Context: an optimization exercise on an open-source flow, tuned for small area and a short achievable clock period. The choices shown serve that exercise and are no tape-out recipe. RTL that was checked went through simulation tests only; none was proved equivalent to the original. Only the layout flow was run in runs 5 and 6; the RTL was not checked for function there. Power and IR drop assume default switching activity.

**flow/design.v**
```verilog
module Sbox5 (
    input  [5:0] in,
    output reg [3:0] out
);
    reg [1:0] row;
    reg [3:0] column;
    always @(*) begin
        row = {in[5], in[0]};
        column = in[4:1];
        case (column)
            4'b0000 : case (row)
                        2'b00 :  out = 4'b0010;
                        2'b01 :  out = 4'b1110;
                        2'b10 :  out = 4'b0100;
                        2'b11 :  out = 4'b1011;
                     endcase
            4'b0001 : case (row)
                        2'b00 :  out = 4'b1100;
                        2'b01 :  out = 4'b1011;
                        2'b10 :  out = 4'b0010;
                        2'b11 :  out = 4'b1000;
                     endcase
            4'b0010 : case (row)
                        2'b00 :  out = 4'b0100;
                        2'b01 :  out = 4'b0010;
                        2'b10 :  out = 4'b0001;
                        2'b11 :  out = 4'b1100;
                     endcase
            4'b0011 : case (row)
                        2'b00 :  out = 4'b0001;
                        2'b01 :  out = 4'b1100;
                        2'b10 :  out = 4'b1011;
                        2'b11 :  out = 4'b0111;
                     endcase
            4'b0100 : case (row)
                        2'b00 :  out = 4'b0111;
                        2'b01 :  out = 4'b0100;
                        2'b10 :  out = 4'b1100;
                        2'b11 :  out = 4'b0001;
                     endcase
            4'b0101 : case (row)
                        2'b00 :  out = 4'b1010;
                        2'b01 :  out = 4'b0111;  
                        2'b10 :  out = 4'b1101;
                        2'b11 :  out = 4'b1110;
                     endcase
            4'b0110 : case (row)
                        2'b00 :  out = 4'b1011;
                        2'b01 :  out = 4'b1101;
                        2'b10 :  out = 4'b0111;
                        2'b11 :  out = 4'b0010;
                     endcase
            4'b0111 : case (row)
                        2'b00 :  out = 4'b0110;
                        2'b01 :  out = 4'b0001;
                        2'b10 :  out = 4'b1000;
                        2'b11 :  out = 4'b1101;
                     endcase
            4'b1000 : case (row)
                        2'b00 :  out = 4'b1000;
                        2'b01 :  out = 4'b0101;
                        2'b10 :  out = 4'b1111;
                        2'b11 :  out = 4'b0110;
                     endcase
            4'b1001 : case (row)
                        2'b00 :  out = 4'b0101;
                        2'b01 :  out = 4'b0000;
                        2'b10 :  out = 4'b1001;
                        2'b11 :  out = 4'b1111;
                     endcase
            4'b1010 : case (row)
                        2'b00 :  out = 4'b0011;
                        2'b01 :  out = 4'b1111;
                        2'b10 :  out = 4'b1100;
                        2'b11 :  out = 4'b0000;
                     endcase
            4'b1011 : case (row)
                        2'b00 :  out = 4'b1111;
                        2'b01 :  out = 4'b1100;
                        2'b10 :  out = 4'b0101;
                        2'b11 :  out = 4'b1001;
                     endcase
            4'b1100 : case (row)
                        2'b00 :  out = 4'b1101;
                        2'b01 :  out = 4'b0011;
                        2'b10 :  out = 4'b0110;
                        2'b11 :  out = 4'b1100;
                     endcase
            4'b1101 : case (row)
                        2'b00 :  out = 4'b0000;
                        2'b01 :  out = 4'b1001;
                        2'b10 :  out = 4'b0011;
                        2'b11 :  out = 4'b0100;
                     endcase
            4'b1110 : case (row)
                        2'b00 :  out = 4'b1110;
                        2'b01 :  out = 4'b1000;
                        2'b10 :  out = 4'b0000;
                        2'b11 :  out = 4'b0101;
                     endcase
            4'b1111 : case (row)
                        2'b00 :  out = 4'b1001;
                        2'b01 :  out = 4'b0110;
                        2'b10 :  out = 4'b1110;
                        2'b11 :  out = 4'b0011;
                     endcase
            default: out = 4'h0;
        endcase
    end
endmodule
module Round (
    input  [3:0]  s_box_out,
    input  [31:0] h_in,
    output reg [31:0] h_out
);
    reg [3:0] h_in_n [0:7];
    reg [3:0] h_out_n [0:7];
    integer i;
    reg [3:0] temp;
    reg [1:0] rot;  
    always @(*) begin
        h_in_n[7] = h_in[31:28];
        h_in_n[6] = h_in[27:24];
        h_in_n[5] = h_in[23:20];
        h_in_n[4] = h_in[19:16];
        h_in_n[3] = h_in[15:12];
        h_in_n[2] = h_in[11:8];
        h_in_n[1] = h_in[7:4];
        h_in_n[0] = h_in[3:0];
        for (i = 0; i < 8; i = i + 1) begin
            temp = h_in_n[(i + 2) % 8] ^ s_box_out;
            rot = (i/2);  
            if (rot == 0)
                h_out_n[i] = temp & 4'hF;
            else
                h_out_n[i] = ( ((temp << rot) | (temp >> (4 - rot))) & 4'hF );
        end
        h_out = {h_out_n[7], h_out_n[6], h_out_n[5], h_out_n[4],
                 h_out_n[3], h_out_n[2], h_out_n[1], h_out_n[0]};
    end
endmodule
module HashIteration (
    input  [7:0] M,
    output       a,
    output       b
);
    wire [3:0] s;
    Sbox5 sbox (
        .in({M[5], (M[7] ^ M[2]), M[3], M[0], (M[4] ^ M[1]), M[6]}),
        .out(s)
    );
    assign a = s[0] ^ s[2];
    assign b = s[1] ^ s[3];
endmodule
module lightHashDES(
    input              clk,
    input              M_valid,
    input              rst_n,
    input      [7:0]   M,
    input     [63:0]   input_length,
    output reg         hash_ready,
    output     [31:0]  digest
);
    reg        busy;
    reg [63:0] counter;
    reg        a_t, b_t;       
    reg [11:0] f;              
    wire a_m, b_m;
    HashIteration main (.M(M), .a(a_m), .b(b_m));
    wire start = !busy && M_valid;
    wire last  = busy && (counter == 64'd1);
    localparam [11:0] C0 = 12'b1010_1101_0101;    
    localparam [11:0] CP = 12'b0111_1110_0011;
    localparam [11:0] CA = 12'b1000_0110_1111;
    localparam [11:0] CB = 12'b0001_1001_1111;
    always @(posedge clk or negedge rst_n) begin
        if (!rst_n) begin
            busy       <= 1'b0;
            hash_ready <= 1'b0;
        end else begin
            hash_ready <= last;
            busy       <= start | (busy & !last);
        end
    end
    always @(posedge clk) begin
        counter <= start ? input_length : counter - 64'd1;
        a_t     <= a_m;
        b_t     <= b_m;
        f       <= start ? C0 : f ^ CP ^ (CA & {12{a_t}}) ^ (CB & {12{b_t}});
    end
    assign digest = {
        f[4],  f[11], f[4],  f[11], f[8],  f[5],  f[7],  f[6],    
        f[9],  f[9],  f[10], f[10], f[10], 1'b0,  f[9],  1'b0,    
        f[6],  f[8],  f[5],  f[7],  f[6],  f[4],  f[5],  f[4],    
        f[3],  f[0],  f[3],  f[1],  f[2],  f[1],  f[2],  f[0]     
    };
endmodule
```
**flow/run.sh**
```bash
#!/bin/bash
# synth_recipe.tcl (not shown) runs the flow's synth.tcl, then flattens the netlist and writes it again
# the make line also repeats each setting of config.mk as NAME=value (left out here)
make -C /OpenROAD-flow-scripts/flow DESIGN_CONFIG=/design/flow/config.mk WORK_HOME=/design/flow/orfs CLKGATE_MAP_FILE= SYNTH_SCRIPT=/design/flow/synth_recipe.tcl finish
```
**flow/config.mk**
```make
export PLATFORM = sky130hd
export DESIGN_NAME = lightHashDES
export DESIGN_NICKNAME = lightHashDES
export VERILOG_FILES = /design/flow/design.v
export SDC_FILE = /design/flow/constraint.sdc
export NUM_CORES = 4
export LEC_CHECK = 0
export CAP_MARGIN = 20
export CORE_MARGIN = 2
export CORE_UTILIZATION = 40
export SLEW_MARGIN = 20
```
**flow/constraint.sdc**
```tcl
create_clock -name core_clock -period 3.3 [get_ports {clk}]
set_input_delay 0.6600 -clock core_clock [delete_from_list [all_inputs] [get_ports {clk}]]
set_output_delay 0.6600 -clock core_clock [all_outputs]
set_load 0.01 [all_outputs]
```
==> metrics.md, run 1 <==
| Metric | Value |
|---|---|
| # nets final | `749` |
| Antenna Cells | `0` |
| Slowest CP cell | `or4b_1` |
| Sw power | `0.00109 W` |
| Tmin final | `3050 ps` |
| Sequential-to-total area share from yosys stat | `35.7%` |
| Antenna violations before repair | `0` |
| Die area | `12100 um2` |
| Clk slew on worst S/H paths | `60 ps` |
| Top cells by area, synth | `dfxtp_1, xnor2_1, nand2_1` |
| CTS Sinks | `80` |
| Syn Inst Count | `578` |
| Setup WS pre-CTS | `141 ps` |
| RSZ-0062 raised after global routing | `false` |
| Synth area leader | `dfxtp_1` |
| Combinational cell fraction of total power | `30.8%` |
| Layout cell share with drive strength beyond 1 | `7.60%` |
| Yosys Warn Count | `2` |
| Hold Fails Final Rpt | `0` |
| Final setup fails | `0` |
| Delay of the slowest critical-path stage | `590 ps` |
| Antenna viol nets, final | `0` |
| Clk network pwr share | `27.6%` |
| CP Capture Type | `flop` |
| Status | `no timing/DRC/antenna violations` |
| P_leak | `2.09 nW` |
| Slew @ Worst Pin | `696 ps` |
| CP arrival | `3270 ps` |
| First-pass GRT wire length | `19.1 mm` |
| CTS tree | `built` |
| CP required | `3520 ps` |
| CTS Buf Count | `9` |
| Router iterations before antenna repair | `4` |
| Num ports | `108` |
| Detailed Route WL | `12.0 mm` |
| Syn Std Cell Area | `4510 um2` |
| Drc violations | `0` |
| Max Root-Sink Buffers | `2` |
| Vias per cell | `5.25` |
| #FFs+latches synth | `80` |
| Starting Density | `41.2%` |
| Worst r2r src | `counter[0]` |
| Root Driver | `clkbuf_16` |
| Latest clock arrival within the worst-skew pair | `340 ps` |
| Bufs and invs on worst path | `1` |
| R2R Setup Slk | `250 ps` |
| Critical hold path startpoint | `f[9]` |
| Vias in the first global route | `3939` |
| Avg Cell Area, Syn | `7.80 um2` |
| Critical Path, Cell by Cell | `inv_1 -> ha_1 -> or3b_1 -> or4b_1 -> or2_1 -> or2_4 -> or4_1 -> xor2_1 -> o21ai_1` |
| Largest net degree at the start of global routing | `37` |
| CP Class | `reg -> reg` |
| Crit path max fanout | `6` |
| H-tree depth | `3` |
| Maximum vdd drop | `0.000369 V` |
| Post-CTS setup buffers | `0` |
| Main synth FF type | `dfxtp_1` |
| Slew Limit Headroom | `53.5%` |
| Int Pwr | `0.00243 W` |
| RePlAce Congestion | `0.835` |
| Fin. max-slew vios | `0` |
| Area grow syn2layout | `32.6%` |
| Die Y | `110 um` |
| Async set-reset flop share out of synthesis | `2.50%` |
| Final core occ | `54.6%` |
| Post-synth cell types | `58` |
| Post-cts sizing count | `0` |
| Pwr/cell area | `590 nW/um2` |
| Delay-heaviest family, CP | `simple AND/OR/NAND/NOR gates` |
| Drt initial violations | `178` |
| Std cell rows | `38` |
| # port buffers | `105` |
| Clock Skew | `6.56 ps` |
| Gr usage total | `20.2%` |
| Max-cap violations | `0` |
| HP Class | `reg -> reg` |
| Post-synth EDFFs | `0` |
| Reg power frac | `41.6%` |
| Startpoint Class | `flop` |
| Crit share post-route | `92.4%` |
| Final worst slack | `250 ps` |
| Top-area cell type share of the netlist area | `34.6%` |
| Die W | `110 um` |
| Fmax | `328 MHz` |
| Hold buffer count at cts | `0` |
| DP Wirelength | `8.75 mm` |
| Vias | `4261` |
| Switching part of the total power | `31.0%` |
| Critical Path Source | `counter[0]` |
| Setup TNS | `0 ps` |
| Core Area | `10900 um2` |
| Wirelength per Cell | `14.8 um` |
| Grt ovf | `0` |
[through the flow]
stage	cells	hold WS, ps	area (um2)	power, W
detailed placement	794	424	5670	0.00256
global route	811	459	5980	0.00373
global placement	794	411	5670	0.00254
floorplan	579	364	4510	0.00212
CTS	810	440	5960	0.00356
finish	811	433	5980	0.00352
[layout by cell type (no fill, tap or decap), types with 4 or more instances in the layout]
cell type,netlist,final
ha_1,8,8
dfxtp_1,78,78
or3_1,12,12
clkdlybuf4s50_1,0,105
inv_1,8,8
xnor2_1,41,41
xor2_1,31,31
nor4_1,13,13
nand2b_1,6,6
buf_4,20,16
nor2_1,58,58
o41ai_1,4,4
clkbuf_16,0,9
or2_2,8,8
o21ai_0,60,60
nand2_1,91,91
or4_1,9,9
nand3_1,8,8
nor3_1,17,17
o21ai_1,6,6
a31oi_1,10,10
a21oi_1,10,10
[kinds of logic (layout without fill, tap and decap cells)]
kind of cell               after synthesis  in the layout  share of synthesized area [%]
AOI/OAI and AO/OA                      116            116                           15.4
xor gates and xnor gates                72             72                           14.0
adders and majority gates                8              8                           2.22
buffers and inverters                   57            149                           6.41
DFF                                     80             80                           35.7
muxes                                    2              2                          0.472
other                                    1              2                         0.0832
and+or+nand+nor                        242            242                           25.7
[cells in the mapped netlist (all sizes together), types with 10 or more instances]
cell and number:
nand2 91, dfxtp 78, o21ai 66, nor2 58, xnor2 41, xor2 31, clkbuf 27, buf 22
nor3 18, nor4 13, or3 13, or4 11, a21oi 10, a31oi 10, or2 10
[power by group through the flow]
stage / Sequential [W] / Combinational [W] / Clock, W
after floorplan: 0.00146 / 0.000667 / 0
after global placement: 0.00147 / 0.00107 / 0
after detailed placement: 0.00148 / 0.00109 / 0
after CTS: 0.00146 / 0.00109 / 0.00100
after global routing: 0.00150 / 0.00119 / 0.00104
final: 0.00147 / 0.00109 / 0.000973
[layout make-up]
class                   instances  area [um2]
clock buffers                  12         267
clock inverters                 4        27.5
fillers                      1035        4960
inverters                       8        30.0
multi-input cells             442        2620
flip-flops and latches         80        1610
well taps                     140         175
repair buffers                125        1250
[worst paths after layout]
kind	endpoint	cells after the start
max	counter[44]	9
min in group asynchronous	hash_ready	1
max in group asynchronous	busy	1
min reg2reg	f[9]	1
max reg2reg	counter[44]	9
min	f[9]	1
[metal layers]
metal  vias up  GRT usage [%]  share of wire (%)
li1       2144              -                  -
met1      1986           27.6                 48
met2       113           31.3                 45
met3        18           4.35                5.2
met4         0           7.59                1.6
met5         -              0                  0
[registers in the layout (all words and copies together) (netlist names)]
name	flops
a_t	1
b_t	1
busy	1
counter	64
hash_ready	1
f	12
==> inputs of run 2 (changes only) <==
--- a/flow/config.mk
+++ b/flow/config.mk
@@ -5,7 +5,9 @@
 export SDC_FILE = /design/flow/constraint.sdc
 export NUM_CORES = 4
 export LEC_CHECK = 0
+export ABC_CLOCK_PERIOD_IN_PS = 1400
 export CAP_MARGIN = 20
 export CORE_MARGIN = 2
 export CORE_UTILIZATION = 40
+export SETUP_SLACK_MARGIN = 1.9
 export SLEW_MARGIN = 20
==> metrics.md, run 2 <==
| Metric | Value |
|---|---|
| Status | `no timing/DRC/antenna violations` |
| Layout cell share with drive strength beyond 1 | `42.4% (+35 points)` |
| Delay of the slowest critical-path stage | `520 ps (-70 ps)` |
| Starting Density | `41.2% (unchanged)` |
| Delay-heaviest family, CP | `simple AND/OR/NAND/NOR gates` |
| Biggest regs | `counter: 64 flops, f: 12 flops` |
| Crit path max fanout | `4 (-2)` |
| First-pass GRT wire length | `22.1 mm (+15%)` |
| RePlAce Congestion | `0.785 (-6.0%)` |
| Clk slew on worst S/H paths | `60 ps (about the same)` |
| Setup TNS | `0 ps (unchanged)` |
| Critical Path, Cell by Cell | `or3_4 -> or4_4 -> or4_4 -> or2_4 -> or4_4 -> xor2_1 -> o21ai_1` |
| Num ports | `108 (unchanged)` |
| Grt ovf | `0 (unchanged)` |
| Drc violations | `0 (unchanged)` |
| Count leader, synth | `nand2_1` |
| Die area | `12100 um2 (unchanged)` |
| Worst r2r src | `counter[22]` |
| Crit share post-route | `84.2% (-8.2 points)` |
| DP Wirelength | `8.70 mm (-0.63%)` |
| Bufs and invs on worst path | `0 (-1)` |
| Tmin final | `2780 ps (-272 ps)` |
| Core Area | `10900 um2 (unchanged)` |
| Detailed Route WL | `14.7 mm (+23%)` |
| Non-filler instance count after layout | `906 (+12%)` |
| Max Root-Sink Buffers | `2 (unchanged)` |
| HP Class | `in -> async` |
| CTS Buf Count | `9 (unchanged)` |
| Top-area cell type share of the netlist area | `34.6% (unchanged)` |
| Max reg flops | `64 (unchanged)` |
| Final worst slack | `521 ps (+272 ps)` |
| Antenna violations before repair | `0 (unchanged)` |
| Clock Skew | `7.16 ps (+0.599 ps)` |
| Critical Path Source | `counter[22]` |
| Placed insts | `792 (-0.25%)` |
| Highest-count cells in the layout ignoring fill and taps | `nand2_1, buf_6, buf_4` |
| Drt initial violations | `198 (+11%)` |
| Die W | `110 um (unchanged)` |
| Post-synth cell types | `58 (unchanged)` |
| Startpoint Class | `flop` |
| Total Power | `0.00439 W (+24%)` |
| CP required | `3570 ps (+50 ps)` |
| Die Y | `110 um (unchanged)` |
| Hold Fails Final Rpt | `0 (unchanged)` |
| Register area | `1660 um2 (+2.7%)` |
| Slew @ Worst Pin | `555 ps (-140 ps)` |
| Vias per cell | `5.23 (-0.40%)` |
| Area grow syn2layout | `74.7%` |
| Multi-input gate area | `3540 um2 (+35%)` |
| CTS tree | `built` |
| Synth area leader | `dfxtp_1` |
| Router iterations before antenna repair | `4 (unchanged)` |
| Gr usage total | `23.5% (+3.3 points)` |
| Post-synth EDFFs | `0 (unchanged)` |
| Syn Std Cell Area | `4510 um2 (unchanged)` |
| P_leak | `3.01 nW (+44%)` |
| Latest clock arrival within the worst-skew pair | `340 ps (about the same)` |
| Root Driver | `clkbuf_16` |
| # port buffers | `105 (unchanged)` |
| Top cells by area, synth | `dfxtp_1, xnor2_1, nand2_1` |
| Syn Inst Count | `578 (unchanged)` |
| # nets final | `844 (+13%)` |
| Std cell rows | `38 (unchanged)` |
| Slew Limit Headroom | `62.9% (+9.3 points)` |
| Async set-reset flop share out of synthesis | `2.50% (unchanged)` |
| H-tree depth | `3 (unchanged)` |
| Max-cap violations | `0 (unchanged)` |
| Setup WS pre-CTS | `75.4 ps (-65.4 ps)` |
| Synth cell count leaders | `nand2_1, dfxtp_1, o21ai_0, nor2_1, xnor2_1` |
| Maximum vdd drop | `0.000505 V (+37%)` |
| RSZ-0062 raised after global routing | `true` |
| CP Capture Type | `flop` |
| Yosys Warn Count | `2 (unchanged)` |
| Top reg by flops | `counter` |
| Commonest non-fill, non-tap cell in the layout | `nand2_1` |
| Slowest CP cell | `or4_4` |
| Antenna viol nets, final | `0 (unchanged)` |
| Sequential-to-total area share from yosys stat | `35.7% (unchanged)` |
| Final core occ | `72.0% (+17 points)` |
| Fmax | `360 MHz (+9.8%)` |
| CP arrival | `3050 ps (-220 ps)` |
| Crit path top cell by count | `or4_4` |
| Pwr/cell area | `557 nW/um2 (-5.6%)` |
| Vias | `4741 (+11%)` |
| Wirelength per Cell | `16.3 um (+9.9%)` |
| CP Class | `reg -> reg` |
| Vias in the first global route | `4497 (+14%)` |
| Antenna Cells | `0 (unchanged)` |
| Fin. max-slew vios | `0 (unchanged)` |
| #FFs+latches synth | `80 (unchanged)` |
| Final setup fails | `0 (unchanged)` |
| Main synth FF type | `dfxtp_1` |
| CTS Sinks | `80 (unchanged)` |
| Filler instances | `857 (-17%)` |
| Avg Cell Area, Syn | `7.80 um2 (unchanged)` |
| Largest net degree at the start of global routing | `38 (+2.7%)` |
run 2: cell counts after synthesis:
Identical to the previous run, type by type.
run 2: cell type report:
class	count	share of cell area, %
Clock buffer	12	3.26
Inverter	8	0.461
Timing Repair Buffer	217	27.4
Multi-Input combinational cell	445	45.0
Tap cell	140	2.22
Clock inverter	4	0.651
Sequential cell	80	21.0
run 2: metrics by stage:
stage	hold slack, ps	cell area, um2
finish	476	7880
global route	475	7880
CTS	458	7260
detailed placement	412	5880
global placement	408	5880
floorplan	364	4820
run 2: report_power, final:
group          total (W)  switching (W)  internal, W
combinational    0.00180       0.000712      0.00109
clock            0.00103       0.000405     0.000629
sequential       0.00155       0.000298      0.00125
total            0.00439        0.00142      0.00297
run 2: kinds of logic after synthesis:
family | after synthesis | synth area share [%]
xor+xnor | 72 | 14.0
other cells | 1 | 0.0832
compound gates | 116 | 15.4
flops | 80 | 35.7
fa+ha+maj | 8 | 2.22
simple gates | 242 | 25.7
mux | 2 | 0.472
buf+inv | 57 | 6.41
run 2: final timing paths:
path / end / slack (ps) / cells past startpoint
max: counter[40] / 520 / 7
min: busy / 480 / 1
max reg2reg: counter[40] / 520 / 7
min reg2reg: counter[7] / 520 / 2
max in group asynchronous: hash_ready / 2710 / 1
min in group core_clock: counter[7] / 520 / 2
run 2: worst register-to-register path: stages, from the launching register on:
cell	delay (ps)
dfxtp_2	370
or3_4	340
or4_4	530
or4_4	470
or2_4	300
or4_4	420
xor2_1	170
o21ai_1	120
run 2: per-layer routing:
metal,GRT usage (%),part of all wire (%),up-vias
met5,0,0,-
met4,7.86,1.8,0
met3,4.29,3.7,23
met2,39.6,50,95
met1,30.3,45,2277
li1,-,-,2346
run 2: timing repair:
action / 4_1_cts / 5_1_grt
hold buffers: 0 / 0
pin swaps: 58 / 53
buffers inserted: 62 / 31
endpoints found under the setup margin: 111 / 99
gates resized for setup: 331 / 94
cloned: 4 / 1
==> inputs of run 3 (changes only) <==
--- a/flow/config.mk
+++ b/flow/config.mk
@@ -9,5 +9,5 @@
 export CAP_MARGIN = 20
 export CORE_MARGIN = 2
 export CORE_UTILIZATION = 40
-export SETUP_SLACK_MARGIN = 1.9
+export SETUP_SLACK_MARGIN = 1.6
 export SLEW_MARGIN = 20
==> metrics.md, run 3 <==
| Metric | Value |
|---|---|
| Status | `no timing/DRC/antenna violations` |
| Critical Path, Cell by Cell | `or3_4 -> or4_4 -> or4_4 -> or2_4 -> or4_4 -> xor2_2 -> o21ai_1` |
| P_leak | `2.76 nW (-8.4%)` |
| Avg Cell Area, Syn | `7.80 um2 (unchanged)` |
| Root Driver | `clkbuf_16` |
| Detailed Route WL | `13.9 mm (-5.9%)` |
| Synth area leader | `dfxtp_1` |
| Syn Std Cell Area | `4510 um2 (unchanged)` |
| Yosys Warn Count | `2 (unchanged)` |
| Worst Hold Endpoint | `f[9]` |
| CTS Buf Count | `9 (unchanged)` |
| Fin. max-slew vios | `0 (unchanged)` |
| Core Area | `10900 um2 (unchanged)` |
| CP arrival | `3070 ps (+20 ps)` |
| Sequential-to-total area share from yosys stat | `35.7% (unchanged)` |
| Area grow syn2layout | `63.6%` |
| Sw power | `0.00120 W (-15%)` |
| CTS tree | `built` |
| Antenna viol nets, final | `0 (unchanged)` |
| Async set-reset flop share out of synthesis | `2.50% (unchanged)` |
| Layout cell share with drive strength beyond 1 | `31.5% (-11 points)` |
| Clock Skew | `5.26 ps (-1.90 ps)` |
| Hold Fails Final Rpt | `0 (unchanged)` |
| Hold Worst Slack | `406 ps (-69.7 ps)` |
| Synth cell count leaders | `nand2_1, dfxtp_1, o21ai_0, nor2_1, xnor2_1` |
| Count leader, synth | `nand2_1` |
| Vias per cell | `5.39 (+2.9%)` |
| Int Pwr | `0.00253 W (-15%)` |
| Setup TNS | `0 ps (unchanged)` |
| Wirelength per Cell | `15.9 um (-2.5%)` |
| Slowest CP cell | `or4_4` |
| Combinational cell fraction of total power | `33.1% (-7.9 points)` |
| Drc violations | `0 (unchanged)` |
| Max-cap violations | `0 (unchanged)` |
| R2R Setup Slk | `500 ps (-20 ps)` |
| Clk network pwr share | `27.0% (+3.4 points)` |
| Reg power frac | `39.9% (+4.5 points)` |
| DP Wirelength | `8.69 mm (about the same)` |
| Filler instances | `900 (+5.0%)` |
| Syn Inst Count | `578 (unchanged)` |
| # port buffers | `105 (unchanged)` |
| Router iterations before antenna repair | `4 (unchanged)` |
| Delay of the slowest critical-path stage | `540 ps (+20 ps)` |
| Grt ovf | `0 (unchanged)` |
| Switching part of the total power | `32.2% (-0.076 points)` |
| Final setup fails | `0 (unchanged)` |
| Met1 wire length | `5.91 mm (-11%)` |
| Antenna Cells | `0 (unchanged)` |
| RePlAce Congestion | `0.812 (+3.5%)` |
| Max Root-Sink Buffers | `2 (unchanged)` |
| Drt initial violations | `231 (+17%)` |
| Worst r2r src | `counter[30]` |
| Starting Density | `41.2% (unchanged)` |
| Post-synth cell types | `58 (unchanged)` |
| Top reg by flops | `counter` |
| Post-synth EDFFs | `0 (unchanged)` |
| CP Class | `reg -> reg` |
| R2r worst-path depth | `7 (unchanged)` |
| Crit share post-route | `84.9% (+0.67 points)` |
| H-tree depth | `3 (unchanged)` |
| Metal3 WL | `705 um (+31%)` |
| Die area | `12100 um2 (unchanged)` |
| CP required | `3570 ps (about the same)` |
| Clk slew on worst S/H paths | `60 ps (about the same)` |
| Met2 Routed Length | `6.91 mm (-5.6%)` |
| HP Class | `reg -> reg` |
| Startpoint Class | `flop` |
| Commonest non-fill, non-tap cell in the layout | `nand2_1` |
| Top layer used by detailed routing | `met4` |
| Std cell rows | `38 (unchanged)` |
| Critical hold path startpoint | `f[9]` |
| RSZ-0062 raised after global routing | `true` |
| Top cells by area, synth | `dfxtp_1, xnor2_1, nand2_1` |
| Vias | `4707 (-0.72%)` |
| R2R Path End | `counter[40]` |
| Largest net degree at the start of global routing | `30 (-21%)` |
| Highest-count cells in the layout ignoring fill and taps | `nand2_1, dfxtp_1, clkdlybuf4s50_1` |
| Pwr/cell area | `507 nW/um2 (-9.0%)` |
| Delay-heaviest family, CP | `simple AND/OR/NAND/NOR gates` |
| Crit path max fanout | `4 (unchanged)` |
| Slew Limit Headroom | `61.3% (-1.5 points)` |
| Die Y | `110 um (unchanged)` |
| Tmin final | `2800 ps (+22.0 ps)` |
| # nets final | `813 (-3.7%)` |
| Worst Hold Depth | `1` |
| Biggest regs | `counter: 64 flops, f: 12 flops` |
| Main synth FF type | `dfxtp_1` |
| Antenna violations before repair | `0 (unchanged)` |
| CP Capture Type | `flop` |
| Num ports | `108 (unchanged)` |
| Gr usage total | `22.7% (-0.80 points)` |
| CTS Sinks | `80 (unchanged)` |
| Slew @ Worst Pin | `580 ps (+24.8 ps)` |
| Max reg flops | `64 (unchanged)` |
| Latest clock arrival within the worst-skew pair | `340 ps (about the same)` |
| Bufs and invs on worst path | `0 (unchanged)` |
| Die W | `110 um (unchanged)` |
| #FFs+latches synth | `80 (unchanged)` |
| Top-area cell type share of the netlist area | `34.6% (unchanged)` |
| Fmax | `357 MHz (-0.79%)` |
| Vias in the first global route | `4432 (-1.4%)` |
| Crit path top cell by count | `or4_4` |
| Maximum vdd drop | `0.000439 V (-13%)` |
| First-pass GRT wire length | `21.4 mm (-2.9%)` |
==> run 3: cells by family (layout without fill, tap and decap cells) <==
family / count (synthesis) / after routing / synth area share, %
AOI/OAI and AO/OA: 116 / 116 / 15.4
buffers and inverters: 57 / 210 / 6.41
xor gates and xnor gates: 72 / 74 / 14.0
other: 1 / 2 / 0.0832
muxes: 2 / 2 / 0.472
adders and majority gates: 8 / 8 / 2.22
and+or+nand+nor: 242 / 242 / 25.7
DFF: 80 / 80 / 35.7
==> run 3: per-stage QoR <==
step	power, W	instances	area (um2)	util, %	setup slack (ps)
5_1_grt	0.00395	874	7370	67.4	434
2_1_floorplan	0.00218	579	4810	-	541
3_3_place_gp	0.00258	791	5870	53.7	138
3_5_place_dp	0.00260	791	5870	53.7	129
4_1_cts	0.00365	856	6920	63.3	522
6_report	0.00374	874	7370	67.4	499
==> run 3: layout make-up <==
class                      count  area (um2)  share of cell area, %
multi-input combinational    444        3420                   46.4
timing repair buffer         187        1810                   24.5
sequential                    80        1640                   22.2
clock buffer                  11         243                   3.29
tap                          140         175                   2.38
clock inverter                 4        53.8                  0.730
inverter                       8        33.8                  0.458
==> run 3: how the worst max path moves through the flow <==
stage | start | endpoint | slack (ps) | cells past startpoint
2_1_floorplan | counter[0] | counter[40] | 540 | 10
3_3_place_gp | M[3] | b_t | 140 | 7
3_5_place_dp | M[5] | a_t | 130 | 10
4_1_cts | counter[0] | counter[40] | 520 | 9
5_1_grt | counter[1] | counter[40] | 430 | 9
6_report | counter[30] | counter[40] | 500 | 7
==> run 3: worst reg2reg max path, cell delays in order, from the launching register on <==
cell     delay, ps
dfxtp_4        360
or3_4          390
or4_4          430
or4_4          540
or2_4          300
or4_4          430
xor2_2         160
o21ai_1        120
==> run 3: per-layer routing <==
layer / vias up / global-route usage (%)
met2: 134 / 38.5
met4: 0 / 8.57
li1: 2282 / -
met3: 34 / 6.00
met1: 2257 / 27.5
met5: - / 0
==> run 3: power groups by stage <==
stage	combinational (W)	clock (W)	sequential, W
floorplan	0.000703	0	0.00147
global placement	0.00110	0	0.00148
detailed placement	0.00111	0	0.00149
CTS	0.00114	0.00104	0.00147
global route	0.00135	0.00108	0.00153
finish	0.00124	0.00101	0.00149
==> run 3: what timing repair did <==
item / CTS / global route
hold buffers: 0 / 0
buffers inserted: 46 / 18
gates resized for setup: 178 / 74
cloned: 4 / 0
pin swaps: 58 / 41
endpoints found under the setup margin: 111 / 79
==> inputs of run 4 (changes only) <==
==> flow/flow/run.sh (new file) <==
#!/bin/bash
cp standard.sh standard.sh.txt
export BUFFER_PORTS_ARGS="-buffer_cell sky130_fd_sc_hd__buf_1"
bash standard.sh > standard.log 2>&1
==> flow/standard.sh (new file) <==
#!/bin/bash
# synth_recipe.tcl (not shown) runs the flow's synth.tcl, then flattens the netlist and writes it again
# the make line also repeats each setting of config.mk as NAME=value (left out here)
make -C /OpenROAD-flow-scripts/flow DESIGN_CONFIG=/design/flow/config.mk WORK_HOME=/design/flow/orfs CLKGATE_MAP_FILE= SYNTH_SCRIPT=/design/flow/synth_recipe.tcl "${@:-finish}"
removed: flow/run.sh
==> metrics.md, run 4 <==
| Metric | Value |
|---|---|
| Status | `no timing/DRC/antenna violations` |
| Wirelength per Cell | `15.0 um (-5.7%)` |
| Top-area cell type share of the netlist area | `34.6% (unchanged)` |
| CTS Buf Count | `9 (unchanged)` |
| Drt initial violations | `224 (-3.0%)` |
| Delay-heaviest family, CP | `simple AND/OR/NAND/NOR gates` |
| Pwr/cell area | `528 nW/um2 (+4.2%)` |
| Detailed Route WL | `13.1 mm (-5.8%)` |
| Avg Cell Area, Syn | `7.80 um2 (unchanged)` |
| Die W | `110 um (unchanged)` |
| Post-synth cell types | `58 (unchanged)` |
| Synth area leader | `dfxtp_1` |
| H-tree depth | `3 (unchanged)` |
| Crit share post-route | `84.8% (about the same)` |
| Grt ovf | `0 (unchanged)` |
| HP Class | `in -> async` |
| Multi-input gate area | `3370 um2 (-1.5%)` |
| Vias | `4562 (-3.1%)` |
| Router iterations before antenna repair | `4 (unchanged)` |
| Slowest CP cell | `or4_4` |
| Post-route design area | `6650 um2 (-9.8%)` |
| CTS Sinks | `80 (unchanged)` |
| Die area | `12100 um2 (unchanged)` |
| Count leader, synth | `nand2_1` |
| RSZ-0062 raised after global routing | `true` |
| Std cell rows | `38 (unchanged)` |
| CP Capture Type | `flop` |
| Vias in the first global route | `4176 (-5.8%)` |
| Crit path max fanout | `5 (+1)` |
| Latest clock arrival within the worst-skew pair | `340 ps (about the same)` |
| Max Root-Sink Buffers | `2 (unchanged)` |
| Die Y | `110 um (unchanged)` |
| Starting Density | `41.2% (unchanged)` |
| Post-synthesis mux area share | `0.472% (unchanged)` |
| Simple-Gate Fraction of Synth Area | `25.7% (unchanged)` |
| Gr usage total | `20.4% (-2.3 points)` |
| Core Area | `10900 um2 (unchanged)` |
| CP arrival | `3020 ps (-50 ps)` |
| Biggest regs | `counter: 64 flops, f: 12 flops` |
| Syn Std Cell Area | `4510 um2 (unchanged)` |
| Clk slew on worst S/H paths | `60 ps (about the same)` |
| Async set-reset flop share out of synthesis | `2.50% (unchanged)` |
| Hold Fails Final Rpt | `0 (unchanged)` |
| RePlAce Congestion | `0.880 (+8.3%)` |
| Highest-count cells in the layout ignoring fill and taps | `buf_1, nand2_1, dfxtp_1` |
| Slew Limit Headroom | `52.2% (-9.2 points)` |
| Largest net degree at the start of global routing | `45 (+50%)` |
| Yosys Warn Count | `2 (unchanged)` |
| Syn Inst Count | `578 (unchanged)` |
| Largest family of logic cells by synthesized area | `simple AND/OR/NAND/NOR gates` |
| Compound-gate portion of the synthesized area | `15.4% (unchanged)` |
| First-pass GRT wire length | `19.5 mm (-9.1%)` |
| Fmax | `357 MHz (about the same)` |
| Slew @ Worst Pin | `714 ps (+134 ps)` |
| Crit path top cell by count | `or4_4` |
| Synth cell count leaders | `nand2_1, dfxtp_1, o21ai_0, nor2_1, xnor2_1` |
| Commonest non-fill, non-tap cell in the layout | `buf_1` |
| Post-synth EDFFs | `0 (unchanged)` |
| CP required | `3520 ps (-50 ps)` |
| Sequential-to-total area share from yosys stat | `35.7% (unchanged)` |
| Setup TNS | `0 ps (unchanged)` |
| Startpoint Class | `flop` |
| Num ports | `108 (unchanged)` |
| DP Wirelength | `7.95 mm (-8.5%)` |
| Post-synthesis xor/xnor area fraction | `14.0% (unchanged)` |
| Main synth FF type | `dfxtp_1` |
| Fin. max-slew vios | `0 (unchanged)` |
| Critical Path, Cell by Cell | `or3_4 -> or4_4 -> or4_4 -> or2_4 -> or4_4 -> xor2_1 -> o21ai_1` |
| CTS tree | `built` |
| Top reg by flops | `counter` |
| Clock Skew | `6.88 ps (+1.62 ps)` |
| Post-Synth Adder-Cell Area | `2.22% (unchanged)` |
| Antenna viol nets, final | `0 (unchanged)` |
| # nets final | `811 (-0.25%)` |
| Antenna Cells | `0 (unchanged)` |
| CP Class | `reg -> reg` |
| #FFs+latches synth | `80 (unchanged)` |
| Root Driver | `clkbuf_16` |
| Register area | `1630 um2 (-0.53%)` |
| Final setup fails | `0 (unchanged)` |
| Delay of the slowest critical-path stage | `560 ps (+20 ps)` |
| Layout cell share with drive strength beyond 1 | `31.0% (-0.50 points)` |
| Tmin final | `2800 ps (-2.68 ps)` |
| P_leak | `2.38 nW (-14%)` |
| # port buffers | `105 (unchanged)` |
| Maximum vdd drop | `0.000291 V (-34%)` |
| Top cells by area, synth | `dfxtp_1, xnor2_1, nand2_1` |
| Bufs and invs on worst path | `0 (unchanged)` |
| Antenna violations before repair | `0 (unchanged)` |
| Max reg flops | `64 (unchanged)` |
| Filler instances | `961 (+6.8%)` |
| Placed Area | `5160 um2 (-12%)` |
| Max-cap violations | `0 (unchanged)` |
| Vias per cell | `5.23 (-3.0%)` |
| Area grow syn2layout | `47.6%` |
| Drc violations | `0 (unchanged)` |
[run 4: metrics by stage]
| step | std cells | total power (W) | utilization [%] | hold slack, ps | setup slack (ps) |
|---|---|---|---|---|---|
| after floorplan | 579 | 0.00218 | - | 364 | 541 |
| after global placement | 782 | 0.00230 | 47.2 | 391 | 472 |
| after detailed placement | 782 | 0.00232 | 47.2 | 398 | 422 |
| after CTS | 853 | 0.00344 | 56.5 | 97.5 | 525 |
| after global routing | 873 | 0.00372 | 60.8 | 101 | 448 |
| final | 873 | 0.00351 | 60.8 | 111 | 502 |
[run 4: per-layer routing]
layer  vias up  share of wire, %  track usage, %
li1       2267                 -               -
met1      2166                45            25.8
met2       112                50            34.9
met3        17               3.6            3.64
met4         0               1.3            7.41
met5         -                 0               0
[run 4: cell type report]
type / count / share of cell area (%)
inverter: 8 / 0.583
sequential: 80 / 24.5
timing repair buffer: 185 / 17.4
clock buffer: 12 / 3.55
tap: 140 / 2.63
multi-input combinational: 444 / 50.7
clock inverter: 4 / 0.677
[run 4: path summary, 6_finish.rpt]
path                              from          end  slack [ps]  cells past startpoint
setup / recovery           counter[30]  counter[40]         500                      7
hold / removal                   rst_n         busy         110                      1
setup reg to reg           counter[30]  counter[40]         500                      7
hold reg to reg                   f[9]         f[9]         400                      1
max in group asynchronous        rst_n   hash_ready        3040                      1
min in group core_clock           f[9]         f[9]         400                      1
[run 4: cell families after synthesis]
family                   count (synthesis)
AO/OA/AOI/OAI                          116
XOR/XNOR                                72
adder cells (fa/ha/maj)                  8
buffers and inverters                   57
flip-flops                              80
multiplexers                             2
other                                    1
AND/OR/NAND/NOR                        242
[run 4: power breakdown]
group	total [W]	internal, W	leakage, nW	switching, W
clock network	0.000966	0.000583	0.140	0.000384
logic	0.00106	0.000536	1.56	0.000522
registers	0.00149	0.00122	0.682	0.000265
[run 4: what timing repair did]
action / 4_1_cts / 5_1_grt
buffers inserted: 54 / 19
gates cloned: 1 / 1
hold buffers: 0 / 0
pin swaps: 48 / 53
endpoints found under the setup margin: 54 / 73
gates resized for setup: 82 / 77
==> inputs of run 5 (changes only) <==
--- a/flow/design.v
+++ b/flow/design.v
@@ -168,11 +168,42 @@
     wire a_m, b_m;
     HashIteration main (.M(M), .a(a_m), .b(b_m));
     wire start = !busy && M_valid;
-    wire last  = busy && (counter == 64'd1);
-    localparam [11:0] C0 = 12'b1010_1101_0101;    
-    localparam [11:0] CP = 12'b0111_1110_0011;
-    localparam [11:0] CA = 12'b1000_0110_1111;
-    localparam [11:0] CB = 12'b0001_1001_1111;
+    wire [15:0] gz;
+    genvar j;
+    generate
+        for (j = 0; j < 16; j = j + 1) begin : g_gz
+            assign gz[j] = ~|counter[4*j+3:4*j];
+        end
+    endgenerate
+    wire [3:0] sz;
+    assign sz[0] = &gz[3:0];
+    assign sz[1] = &gz[7:4];
+    assign sz[2] = &gz[11:8];
+    assign sz[3] = &gz[15:12];
+    wire [15:0] bz;
+    generate
+        for (j = 0; j < 16; j = j + 1) begin : g_bz
+            wire sp = (j < 4)  ? 1'b1 :
+                      (j < 8)  ? sz[0] :
+                      (j < 12) ? (sz[0] & sz[1]) : (sz[0] & sz[1] & sz[2]);
+            wire lp = ((j % 4) == 0) ? 1'b1 :
+                      ((j % 4) == 1) ? gz[4*(j/4)] :
+                      ((j % 4) == 2) ? (gz[4*(j/4)] & gz[4*(j/4)+1]) :
+                                       (gz[4*(j/4)] & gz[4*(j/4)+1] & gz[4*(j/4)+2]);
+            assign bz[j] = sp & lp;
+        end
+    endgenerate
+    wire [63:0] tz;
+    generate
+        for (j = 0; j < 16; j = j + 1) begin : g_tz
+            assign tz[4*j]   = bz[j];
+            assign tz[4*j+1] = bz[j] & ~counter[4*j];
+            assign tz[4*j+2] = bz[j] & ~(counter[4*j] | counter[4*j+1]);
+            assign tz[4*j+3] = bz[j] & ~(counter[4*j] | counter[4*j+1] | counter[4*j+2]);
+        end
+    endgenerate
+    wire one = counter[0] & ~|counter[3:1] & (&gz[15:1]);
+    wire last = busy && one;
     always @(posedge clk or negedge rst_n) begin
         if (!rst_n) begin
             busy       <= 1'b0;
@@ -182,8 +213,12 @@
             busy       <= start | (busy & !last);
         end
     end
+    localparam [11:0] C0 = 12'b1010_1101_0101;    
+    localparam [11:0] CP = 12'b0111_1110_0011;
+    localparam [11:0] CA = 12'b1000_0110_1111;
+    localparam [11:0] CB = 12'b0001_1001_1111;
     always @(posedge clk) begin
-        counter <= start ? input_length : counter - 64'd1;
+        counter <= start ? input_length : (counter ^ tz);
         a_t     <= a_m;
         b_t     <= b_m;
         f       <= start ? C0 : f ^ CP ^ (CA & {12{a_t}}) ^ (CB & {12{b_t}});
--- a/flow/config.mk
+++ b/flow/config.mk
@@ -5,9 +5,8 @@
 export SDC_FILE = /design/flow/constraint.sdc
 export NUM_CORES = 4
 export LEC_CHECK = 0
-export ABC_CLOCK_PERIOD_IN_PS = 1400
 export CAP_MARGIN = 20
 export CORE_MARGIN = 2
 export CORE_UTILIZATION = 40
-export SETUP_SLACK_MARGIN = 1.6
+export SETUP_SLACK_MARGIN = 2.0
 export SLEW_MARGIN = 20
==> metrics.md, run 5 <==
| Metric | Value |
|---|---|
| # nets final | `808 (-0.37%)` |
| Max Root-Sink Buffers | `2 (unchanged)` |
| Die Y | `111 um (+1.1%)` |
| Post-synth EDFFs | `0 (unchanged)` |
| CTS Buf Count | `9 (unchanged)` |
| Final setup fails | `0 (unchanged)` |
| CP Class | `reg -> reg` |
| Clock Skew | `10.0 ps (+3.14 ps)` |
| Fmax | `476 MHz (+33%)` |
| Std cell rows | `39 (+2.6%)` |
| Max-cap violations | `0 (unchanged)` |
| Avg Cell Area, Syn | `8.17 um2 (+4.8%)` |
| HP Class | `in -> async` |
| Vias | `4540 (-0.48%)` |
| H-tree depth | `3 (unchanged)` |
| Biggest regs | `counter: 64 flops, f: 12 flops` |
| First-pass GRT wire length | `20.2 mm (+3.7%)` |
| Async set-reset flop share out of synthesis | `2.50% (unchanged)` |
| Area grow syn2layout | `51.7%` |
| Crit share post-route | `63.7% (-21 points)` |
| Max reg flops | `64 (unchanged)` |
| CTS tree | `built` |
| Top reg by flops | `counter` |
| Top cells by area, synth | `dfxtp_1, ha_1, xnor2_1` |
| Syn Std Cell Area | `4610 um2 (+2.2%)` |
| Startpoint Class | `flop` |
| Vias per cell | `5.30 (+1.5%)` |
| Top-area cell type share of the netlist area | `33.9% (-0.75 points)` |
| Maximum vdd drop | `0.000481 V (+65%)` |
| Post-synth cell types | `66 (+14%)` |
| CP Capture Type | `flop` |
| R2r worst-path depth | `6 (-1)` |
| Hold Fails Final Rpt | `0 (unchanged)` |
| Num ports | `108 (unchanged)` |
| RePlAce Congestion | `0.827 (-6.0%)` |
| #FFs+latches synth | `80 (unchanged)` |
| Antenna viol nets, final | `0 (unchanged)` |
| Starting Density | `40.7% (-0.52 points)` |
| RSZ-0062 raised after global routing | `true` |
| Highest-count cells in the layout ignoring fill and taps | `buf_1, nand2_1, buf_4` |
| Clk slew on worst S/H paths | `60 ps (about the same)` |
| Detailed Route WL | `14.1 mm (+7.7%)` |
| Tmin final | `2100 ps (-696 ps)` |
| Vias in the first global route | `4335 (+3.8%)` |
| Yosys Warn Count | `2 (unchanged)` |
| Syn Inst Count | `564 (-2.4%)` |
| Pwr/cell area | `595 nW/um2 (+13%)` |
| DP Wirelength | `7.84 mm (-1.4%)` |
| Layout cell share with drive strength beyond 1 | `37.2% (+6.2 points)` |
| Setup TNS | `0 ps (unchanged)` |
| Main synth FF type | `dfxtp_1` |
| Fin. max-slew vios | `0 (unchanged)` |
| Router iterations before antenna repair | `5 (+1)` |
| Drc violations | `0 (unchanged)` |
| Count leader, synth | `dfxtp_1` |
| Drt initial violations | `176 (-21%)` |
| Synth cell count leaders | `dfxtp_1, nand2_1, nor2_1, o21ai_0, xnor2_1` |
| Critical Path Source | `counter[24]` |
| Status | `no timing/DRC/antenna violations` |
| Worst r2r src | `counter[24]` |
| Crit path max fanout | `5 (unchanged)` |
| P_leak | `2.78 nW (+17%)` |
| Root Driver | `clkbuf_16` |
| # port buffers | `105 (unchanged)` |
| Die area | `12400 um2 (+2.1%)` |
| Gr usage total | `19.7% (-0.73 points)` |
| R2R Path End | `counter[55]` |
| Final core occ | `61.7% (+0.90 points)` |
| Latest clock arrival within the worst-skew pair | `330 ps (about the same)` |
| Filler instances | `995 (+3.5%)` |
| Antenna violations before repair | `0 (unchanged)` |
| R2R Setup Slk | `1200 ps (+700 ps)` |
| Commonest non-fill, non-tap cell in the layout | `buf_1` |
| CP required | `3570 ps (+50 ps)` |
| Antenna Cells | `0 (unchanged)` |
| Largest net degree at the start of global routing | `90 (+100%)` |
| Die W | `111 um (+1.1%)` |
| Setup WS pre-CTS | `640 ps (+218 ps)` |
| Sequential-to-total area share from yosys stat | `35.0% (-0.78 points)` |
| Hold buffer count at cts | `0 (unchanged)` |
| Grt ovf | `0 (unchanged)` |
| Wirelength per Cell | `16.4 um (+9.8%)` |
| Final worst slack | `1200 ps (+696 ps)` |
| Core Area | `11300 um2 (+3.5%)` |
| Synth area leader | `dfxtp_1` |
| CP arrival | `2380 ps (-640 ps)` |
| CTS Sinks | `80 (unchanged)` |
## run 5: changes by cell type after synthesis, sizes merged, moves of 6 or more
cell,previous run,this run
a21oi,10,21
ha,8,25
inv,8,28
nand2,91,69
nand4,0,7
nor4,13,19
o21ai,66,53
or2,10,0
or3,13,3
or4,11,4
xnor2,41,33
xor2,31,24
## run 5: per-layer routing
layer  GRT usage [%]  up-vias  share of wire (%)
li1                -     2226                  -
met1            22.7     2164                 40
met2            35.5      125                 53
met3            4.35       25                4.8
met4            7.65        0                2.1
met5               0        -                  0
## run 5: cell families after synthesis
logic type	Yosys count	synth area share, %
simple gates	207	23.1
compound gates	114	15.2
flops	80	35.0
buf+inv	76	7.82
xor+xnor	58	11.3
fa+ha+maj	25	6.79
mux	3	0.706
other cells	1	0.0814
## run 5: how the worst max path moves through the flow
stage	slack [ps]	endpoint	depth (start not counted)
after global placement	660	b_t	7
after floorplan	1230	b_t	8
final	1200	counter[55]	6
after global routing	1040	counter[53]	9
after detailed placement	640	b_t	7
after CTS	1250	counter[55]	7
## run 5: worst max-delay path, cell delays in order, from the launching register on
cell and delay (ps):
dfxtp_1 370, nor4_4 330, nand4_4 200, or3_4 420
or4_4 430, xor2_2 160, o21ai_2 130
## run 5: area by class of cell
class,instances,area (um2),area share (%)
Inverter,28,125,1.79
Multi-Input combinational cell,410,3340,47.8
Sequential cell,80,1670,23.9
Clock buffer,11,243,3.47
Timing Repair Buffer,179,1330,19.0
Clock inverter,5,104,1.49
Tap cell,143,179,2.56
## run 5: metrics by stage
step                instances  instance area, um2  power, W  hold WS [ps]
global placement          771                5210   0.00228           392
finish                    856                6990   0.00416          98.5
detailed placement        771                5210   0.00231           405
floorplan                 565                4890   0.00216           364
global route              856                6990   0.00438          89.6
CTS                       829                6310   0.00394          88.5
## run 5: power by group
group	leakage (nW)	total [W]	switching (W)	internal (W)
Clock	0.170	0.00116	0.000403	0.000760
Combinational	1.93	0.00144	0.000591	0.000852
Sequential	0.684	0.00156	0.000304	0.00125
## run 5: repair_timing
action / 4_1_cts / 5_1_grt
pin swaps: 25 / 42
endpoints found under the setup margin: 111 / 111
setup buffers: 41 / 23
resized for setup: 127 / 108
cloned: 1 / 4
==> inputs of run 6 (changes only) <==
--- a/flow/config.mk
+++ b/flow/config.mk
@@ -8,5 +8,5 @@
 export CAP_MARGIN = 20
 export CORE_MARGIN = 2
 export CORE_UTILIZATION = 40
-export SETUP_SLACK_MARGIN = 2.0
+export SETUP_SLACK_MARGIN = 1.7
 export SLEW_MARGIN = 20
==> metrics.md, run 6 <==
| Metric | Value |
|---|---|
| Placed insts | `771 (unchanged)` |
| R2R Path End | `counter[55]` |
| Max Root-Sink Buffers | `2 (unchanged)` |
| Num ports | `108 (unchanged)` |
| Core Area | `11300 um2 (unchanged)` |
| Detailed Route WL | `12.8 mm (-8.7%)` |
| Top reg by flops | `counter` |
| Vias | `4471 (-1.5%)` |
| Combinational cell fraction of total power | `29.6% (-5.1 points)` |
| Slew @ Worst Pin | `647 ps` |
| Wirelength per Cell | `15.1 um (-8.2%)` |
| Antenna Cells | `0 (unchanged)` |
| Gr usage total | `18.7% (-0.97 points)` |
| Post-synth EDFFs | `0 (unchanged)` |
| Drc violations | `0 (unchanged)` |
| Syn Inst Count | `564 (unchanged)` |
| Clk slew on worst S/H paths | `60 ps (about the same)` |
| HP Class | `in -> async` |
| Syn Std Cell Area | `4610 um2 (unchanged)` |
| Delay-heaviest family, CP | `simple AND/OR/NAND/NOR gates` |
| Highest-count cells in the layout ignoring fill and taps | `buf_1, nand2_1, dfxtp_1` |
| Latest clock arrival within the worst-skew pair | `340 ps (about the same)` |
| CTS Sinks | `80 (unchanged)` |
| Clk network pwr share | `29.1% (+1.2 points)` |
| CP Capture Type | `flop` |
| Starting Density | `40.7% (unchanged)` |
| Antenna violations before repair | `0 (unchanged)` |
| DP Wirelength | `7.76 mm (-1.1%)` |
| Die Y | `111 um (unchanged)` |
| Register area | `1640 um2 (-1.9%)` |
| RSZ-0062 raised after global routing | `true` |
| Main synth FF type | `dfxtp_1` |
| First-pass GRT wire length | `18.8 mm (-6.9%)` |
| Startpoint Class | `flop` |
| Commonest non-fill, non-tap cell in the layout | `buf_1` |
| Worst r2r src | `counter[23]` |
| R2R Setup Slk | `1140 ps (-50 ps)` |
| Yosys Warn Count | `2 (unchanged)` |
| Bufs and invs on worst path | `0 (unchanged)` |
| Biggest regs | `counter: 64 flops, f: 12 flops` |
| Layout cell share with drive strength beyond 1 | `32.3% (-4.8 points)` |
| Multi-input gate area | `3410 um2 (+2.0%)` |
| Status | `no timing/DRC/antenna violations` |
| Post-synth cell types | `66 (unchanged)` |
| Grt ovf | `0 (unchanged)` |
| # nets final | `804 (-0.50%)` |
| Crit share post-route | `65.3% (+1.6 points)` |
| Delay of the slowest critical-path stage | `500 ps (+70 ps)` |
| Setup TNS | `0 ps (unchanged)` |
| # port buffers | `105 (unchanged)` |
| Slowest CP cell | `or4_4` |
| Final setup fails | `0 (unchanged)` |
| Hold buffer count at cts | `0 (unchanged)` |
| RePlAce Congestion | `0.858 (+3.7%)` |
| Fin. max-slew vios | `0 (unchanged)` |
| Non-filler instance count after layout | `851 (-0.58%)` |
| Count leader, synth | `dfxtp_1` |
| Fmax | `464 MHz (-2.5%)` |
| CP arrival | `2440 ps (+60 ps)` |
| Router iterations before antenna repair | `5 (unchanged)` |
| Die W | `111 um (unchanged)` |
| Std cell rows | `39 (unchanged)` |
| Max reg flops | `64 (unchanged)` |
| Die area | `12400 um2 (unchanged)` |
| Hold Fails Final Rpt | `0 (unchanged)` |
| Final core occ | `59.3% (-2.5 points)` |
| CP Class | `reg -> reg` |
| CP required | `3580 ps (about the same)` |
| Vias in the first global route | `4014 (-7.4%)` |
| Int Pwr | `0.00240 W (-16%)` |
| Pwr/cell area | `534 nW/um2 (-10%)` |
| CTS tree | `built` |
| R2r worst-path depth | `6 (unchanged)` |
| Crit path max fanout | `3 (-2)` |
| Drt initial violations | `277 (+57%)` |
| Vias per cell | `5.25 (-0.94%)` |
| Filler instances | `1001 (+0.60%)` |
| H-tree depth | `3 (unchanged)` |
| Clock Skew | `8.11 ps (-1.91 ps)` |
| Top cells by area, synth | `dfxtp_1, ha_1, xnor2_1` |
| Area grow syn2layout | `45.7%` |
| Avg Cell Area, Syn | `8.17 um2 (unchanged)` |
| Sw power | `0.00119 W (-8.5%)` |
| Tmin final | `2160 ps (+54.3 ps)` |
| Antenna viol nets, final | `0 (unchanged)` |
| Maximum vdd drop | `0.000408 V (-15%)` |
| Switching part of the total power | `33.1% (+1.9 points)` |
| Reg power frac | `41.3% (+3.9 points)` |
| Synth area leader | `dfxtp_1` |
| Slew Limit Headroom | `56.9%` |
| Root Driver | `clkbuf_16` |
| Max-cap violations | `0 (unchanged)` |
| Critical Path, Cell by Cell | `nor4_4 -> nand4_4 -> or3_4 -> or4_4 -> xor2_2 -> o21ai_2` |
| Async set-reset flop share out of synthesis | `2.50% (unchanged)` |
| Largest net degree at the start of global routing | `52 (-42%)` |
| Sequential-to-total area share from yosys stat | `35.0% (unchanged)` |
| Top-area cell type share of the netlist area | `33.9% (unchanged)` |
| #FFs+latches synth | `80 (unchanged)` |
| Synth cell count leaders | `dfxtp_1, nand2_1, nor2_1, o21ai_0, xnor2_1` |
| CTS Buf Count | `9 (unchanged)` |
| P_leak | `2.63 nW (-5.5%)` |
-- run 6: cell counts after synthesis --
No cell type changed its count.
-- run 6: cell families after synthesis --
kind of cell               Yosys count  synth area share [%]
and+or+nand+nor                    207                  23.1
AOI/OAI and AO/OA                  114                  15.2
DFF                                 80                  35.0
buffers and inverters               76                  7.82
xor gates and xnor gates            58                  11.3
adders and majority gates           25                  6.79
muxes                                3                 0.706
other                                1                0.0814
-- run 6: what timing repair did --
item                                    4_1_cts  5_1_grt
gates cloned                                  0        4
resized for setup                            77      114
setup buffers                                32       29
pin swaps                                    30       52
endpoints found under the setup margin       65       68
-- run 6: area by class of cell --
class / count / share of cell area, %
Inverter: 28 / 2.03
Clock buffer: 13 / 4.03
Sequential cell: 80 / 24.4
Tap cell: 143 / 2.67
Multi-Input combinational cell: 411 / 50.8
Clock inverter: 2 / 0.559
Timing Repair Buffer: 174 / 15.5
-- run 6: worst register-to-register path, cell delays in order (launching register included) --
cell and delay (ps):
dfxtp_2 340, nor4_4 360, nand4_4 180, or3_4 430
or4_4 500, xor2_2 160, o21ai_2 120
-- run 6: power by group through the flow --
stage                     Combinational, W  Sequential, W  Clock, W
after global placement            0.000807        0.00146         0
after CTS                         0.000928        0.00146   0.00107
after floorplan                   0.000683        0.00147         0
final                              0.00106        0.00148   0.00104
after global routing               0.00116        0.00152   0.00111
after detailed placement          0.000824        0.00147         0
-- run 6: metal layers --
| metal | GRT usage [%] | share of wire [%] | vias up |
|---|---|---|---|
| li1 | - | - | 2211 |
| met1 | 23.2 | 40 | 2075 |
| met2 | 31.8 | 51 | 151 |
| met3 | 4.41 | 6.2 | 34 |
| met4 | 7.08 | 2.8 | 0 |
| met5 | 0 | 0 | - |
-- run 6: worst max-delay path by stage --
stage                     slack (ps)         from           to  depth (start not counted)
after detailed placement         420         M[2]          b_t                          6
final                           1140  counter[23]  counter[55]                          6
after global placement           470         M[2]          b_t                          6
after global routing            1050  counter[32]  counter[53]                          8
after CTS                       1240   counter[4]  counter[55]                          6
after floorplan                 1230         M[6]          b_t                          8
-- run 6: stage by stage --
stage / total power [W] / worst slack [ps] / hold slack (ps) / instance area, um2
6_report: 0.00359 / 1140 / 91.7 / 6710
3_3_place_gp: 0.00227 / 467 / 387 / 5190
3_5_place_dp: 0.00230 / 421 / 401 / 5190
2_1_floorplan: 0.00215 / 1230 / 364 / 4840
5_1_grt: 0.00380 / 1050 / 85.9 / 6710
4_1_cts: 0.00346 / 1240 / 79.1 / 6000

==> static timing again, ports no longer ideal <==
In the flow no input, the clock included, has a driving cell. The finished layouts below were timed again as built, in two steps. Step 1 sets driving cells, clkbuf_16 on the clock port and buf_2 on the other inputs (assumed; they add their load-dependent delay and slew). Step 2, shift: input delay + t, output delay - t, t = (earliest + latest rising clock arrival at the registers) / 2. This alone moves slack from input paths to output paths. Slacks: no drivers / after step 1 / after step 2; pairs: no drivers / after step 1.
run | shift t [ns] | slack for setup (ns) | hold WS [ns]
run 1 | 0.376 | 0.250 / 0.250 / 0.115 | 0.433 / 0.433 / 0.433
run 2 | 0.379 | 0.521 / 0.521 / 0.521 | 0.476 / 0.471 / 0.516
run 3 | 0.378 | 0.499 / 0.499 / 0.499 | 0.406 / 0.406 / 0.406
run 4 | 0.371 | 0.502 / 0.502 / 0.502 | 0.111 / 0.103 / 0.404
run 5 | 0.371 | 1.198 / 1.198 / 1.028 | 0.098 / 0.081 / 0.431
run 6 | 0.377 | 1.143 / 1.143 / 0.979 | 0.092 / 0.113 / 0.413
After both steps every run listed still meets setup and hold. For run 5, which loses most, drivers alone change the setup slack by 0.000 ns; drivers and shift together by -0.170 ns.
